From an optimization exercise on the open Yosys and OpenROAD flow, aimed at small area, a short achievable clock period and few clock cycles per item; shortcuts taken in it are not production practice. Only simulation tests tie the RTL to the original design; equivalence was not proved.

## build 85
// GaussFilter
module GaussFilter #(parameter rows = 8, cols = 8, ksize = 3, data_width = 8) (
    input wire clk,
    input wire rst,
    input wire start,
    input wire [data_width*rows*cols-1:0] image_in,
    output wire [data_width*rows*cols-1:0] image_out,
    output reg image_out_valid,
    output reg done,
    input wire image_ready
);
For scale: about 260 flip-flops, about 1000 I/O pins, ~31000 sq um of cells after synthesis.
==> flow/config.mk <==
export PLATFORM = sky130hd
export DESIGN_NAME = GaussFilter
export DESIGN_NICKNAME = GaussFilter
export VERILOG_FILES = /design/flow/design.v
export SDC_FILE = /design/flow/constraint.sdc
export NUM_CORES = 4
export LEC_CHECK = 0
export CAP_MARGIN = 20
export CORE_AREA = 4 4 348 348
export CTS_BUF_LIST = sky130_fd_sc_hd__clkbuf_8
export DIE_AREA = 0 0 352 352
export GPL_TIMING_DRIVEN = 0
export PLACE_DENSITY = 0.6
export SLEW_MARGIN = 20
==> flow/constraint.sdc <==
create_clock -name core_clock -period 12.0 [get_ports {clk}]
set_input_delay 2.4000 -clock core_clock [delete_from_list [all_inputs] [get_ports {clk}]]
set_output_delay 2.4000 -clock core_clock [all_outputs]
set_load 0.01 [all_outputs]
standard.sh (not shown) runs the stock make flow with config.mk's settings and CLKGATE_MAP_FILE= SYNTH_SCRIPT=/design/flow/synth_recipe.tcl, a recipe that flattens the netlist after the stock synthesis.
==> flow/flow/run.sh <==
#!/bin/bash
# The standard layout with two changes:
#  1. synthesis maps the RTL's explicit full/half adders to the platform's
#     adder cells right after the coarse pass, before ABC restructures them
#     (otherwise ABC's re-encoding leaves an inverter on most adder pins);
#     everything else is synth_recipe.tcl / ORFS synth.tcl unchanged;
#     2-input multiplexers are mapped to mux2_1 at the same point, so ABC
#     does not turn the input-select muxes into wide, upsized cells;
#  2. every I/O port gets the smallest buffer (buf_1) instead of a delay buffer.
set -euo pipefail
here=$(pwd)
python3 - "$FLOW_HOME/scripts/synth.tcl" "$here/synth_fa.tcl" "$here/flow/mux_map.v" <<'PY'
import sys
src = open(sys.argv[1]).read()
anchor = "  synth -flatten -run :fine {*}$synth_full_args\n"
assert src.count(anchor) == 1, "anchor not found in synth.tcl"
src = src.replace(anchor, anchor +
    "  techmap\n  opt -fast\n  extract_fa\n"
    "  techmap -map $::env(ADDER_MAP_FILE)\n"
    "  techmap -map " + sys.argv[3] + "\n  opt_clean\n")
open(sys.argv[2], "w").write(src)
PY
grep -q 'source $::env(SCRIPTS_DIR)/synth.tcl' synth_recipe.tcl
sed "s#source \$::env(SCRIPTS_DIR)/synth.tcl#source $here/synth_fa.tcl#" synth_recipe.tcl > synth_recipe_fa.tcl
grep -q "SYNTH_SCRIPT=$here/synth_recipe.tcl" standard.sh
sed "s#SYNTH_SCRIPT=$here/synth_recipe.tcl#SYNTH_SCRIPT=$here/synth_recipe_fa.tcl#" standard.sh > standard_fa.sh
export BUFFER_PORTS_ARGS="-buffer_cell sky130_fd_sc_hd__buf_1"
bash standard_fa.sh > standard.log 2>&1
==> flow/flow/mux_map.v <==
module \$_MUX_ (A, B, S, Y);
    input A, B, S;
    output Y;
    sky130_fd_sc_hd__mux2_1 _TECHMAP_REPLACE_ (.A0(A), .A1(B), .S(S), .X(Y));
endmodule
Testbench counts of build 85, summed over its fixed seeds: cycles 120, frames 64.
--- input diff build 85..build 94 ---
Settings: CTS_BUF_LIST: sky130_fd_sc_hd__clkbuf_8 -> unset; GPL_TIMING_DRIVEN: 0 -> unset; SETUP_SLACK_MARGIN: unset -> 1.5; CORE_AREA: 4 4 348 348 -> unset; CORE_UTILIZATION: unset -> 55; CORE_MARGIN: unset -> 2; PLACE_DENSITY: 0.6 -> 0.7; DIE_AREA: 0 0 352 352 -> unset.
==> flow/flow/run.sh <==
#!/bin/bash
set -e
export BUFFER_PORTS_ARGS="-buffer_cell sky130_fd_sc_hd__buf_1"
bash standard.sh > standard.log 2>&1
removed: flow/flow/mux_map.v
==> comparison <==
Build 94 never completed; the flow aborted with a tool error in 3_2_place_iop.
Compare build 85 and build 94 | synthesized area per cell higher: build 85
Looking at compound-gate portion of the synthesized area across build 85 and build 94, the one that comes out higher is build 94.
Going from build 85 to build 94, mux share of post-synthesis cell area shows a reduction of 6.1 points, cell count after synthesis shows an increase of 50%, initial core utilization shows an increase of 29 points, xor and xnor fraction of the mapped netlist area shows an increase of 0.79 points, overall die width shows a reduction of 29%.
Build 94 vs build 85: y dimension of the die down by more than a quarter
Build 94 vs build 85: synthesized area up by a little under 10%
Of build 85 and build 94, the lower count of cell types in the netlist belongs to build 85.
diff inputs: build 94 => build 29
Settings: a change of PLACE_DENSITY from 0.7 to 0.6; a deleted CORE_UTILIZATION that had been 55; an added DIE_AREA of 0 0 360 360; a deleted SETUP_SLACK_MARGIN that had been 1.5; an added CORE_AREA of 4 4 356 356; a deleted CORE_MARGIN that had been 2.
Results
Build 29 has completed all stages; timing, DRC and antenna checks passed. Number of flops mapped to enable cells by yosys: build 94 vs build 29 identical. Count of unique library cells instantiated by Yosys essentially unchanged between build 29 and build 94. Per the comparison of build 29 with build 94, synthesized area per cell barely changed; chip width +about 44%; simple-gate area share of the yosys netlist did not really move; area after synthesis comparable; synthesized cell count did not really move. Build 94 -> build 29: post-synthesis mux area share delta 0, exact match. From build 29 to build 94, xor-xnor portion of the synthesized cell area did not move at all. Build 29: row count higher than build 94.
Input-level comparison between build 52 and build 29:
Settings: GPL_TIMING_DRIVEN: unset -> 0.
==> flow/flow/run.sh <==
#!/bin/bash
# The standard layout with two changes:
#  1. synthesis maps the RTL's explicit full/half adders to the platform's
#     adder cells right after the coarse pass, before ABC restructures them
#     (otherwise ABC's re-encoding leaves an inverter on most adder pins);
#     everything else is synth_recipe.tcl / ORFS synth.tcl unchanged;
#     2-input multiplexers are mapped to mux2_1 at the same point, so ABC
#     does not turn the input-select muxes into wide, upsized cells;
#  2. every I/O port gets the smallest buffer (buf_1) instead of a delay buffer.
set -euo pipefail
here=$(pwd)
python3 - "$FLOW_HOME/scripts/synth.tcl" "$here/synth_fa.tcl" "$here/flow/mux_map.v" <<'PY'
import sys
src = open(sys.argv[1]).read()
anchor = "  synth -flatten -run :fine {*}$synth_full_args\n"
assert src.count(anchor) == 1, "anchor not found in synth.tcl"
src = src.replace(anchor, anchor +
    "  techmap\n  opt -fast\n  extract_fa\n"
    "  techmap -map $::env(ADDER_MAP_FILE)\n"
    "  techmap -map " + sys.argv[3] + "\n  opt_clean\n")
open(sys.argv[2], "w").write(src)
PY
grep -q 'source $::env(SCRIPTS_DIR)/synth.tcl' synth_recipe.tcl
sed "s#source \$::env(SCRIPTS_DIR)/synth.tcl#source $here/synth_fa.tcl#" synth_recipe.tcl > synth_recipe_fa.tcl
grep -q "SYNTH_SCRIPT=$here/synth_recipe.tcl" standard.sh
sed "s#SYNTH_SCRIPT=$here/synth_recipe.tcl#SYNTH_SCRIPT=$here/synth_recipe_fa.tcl#" standard.sh > standard_fa.sh
export BUFFER_PORTS_ARGS="-buffer_cell sky130_fd_sc_hd__buf_1"
bash standard_fa.sh > standard.log 2>&1
==> flow/flow/mux_map.v (new file) <==
module \$_MUX_ (A, B, S, Y);
    input A, B, S;
    output Y;
    sky130_fd_sc_hd__mux2_1 _TECHMAP_REPLACE_ (.A0(A), .A1(B), .S(S), .X(Y));
endmodule
Results
Build 52 | status: complete | timing, DRC, antenna: pass. Wire length on met2 (build 52 / build 29): 0.930. Compared with build 29, build 52 shows a share of synthesized area spent on multiplexers that is 6.1 points higher. Cmp build 52 and build 29 / quantity of gates resized following cts / lower: build 29.

-- what the ideal ports hide --
The flow's constraints put no driver on any port. The routed layouts listed below were extracted and timed again, unchanged, in two steps.
Step 1 assumes that a clkbuf_16 drives the clock port and a buf_2 every other input.
Step 2 times the ports against the registers' clock, not the clock port: input delays grow and output delays shrink by t, the midpoint of the rising clock arrivals with the driver on.
a / b / c = ideal ports / drivers / drivers and shift; a / b = the first two.
run | t, ns | slack for setup (ns) | pins driven straight from the clock port
build 85 | 0.732 | 0.130 / 0.089 / 0.089 | 1
build 29 | 0.676 | 0.132 / 0.090 / 0.090 | 1
build 52 | 0.664 | 0.127 / 0.099 / 0.099 | 1
After both steps every run listed still meets setup and hold. For build 29, which loses most, drivers alone change the setup slack by -0.042 ns; drivers and shift together by -0.042 ns.
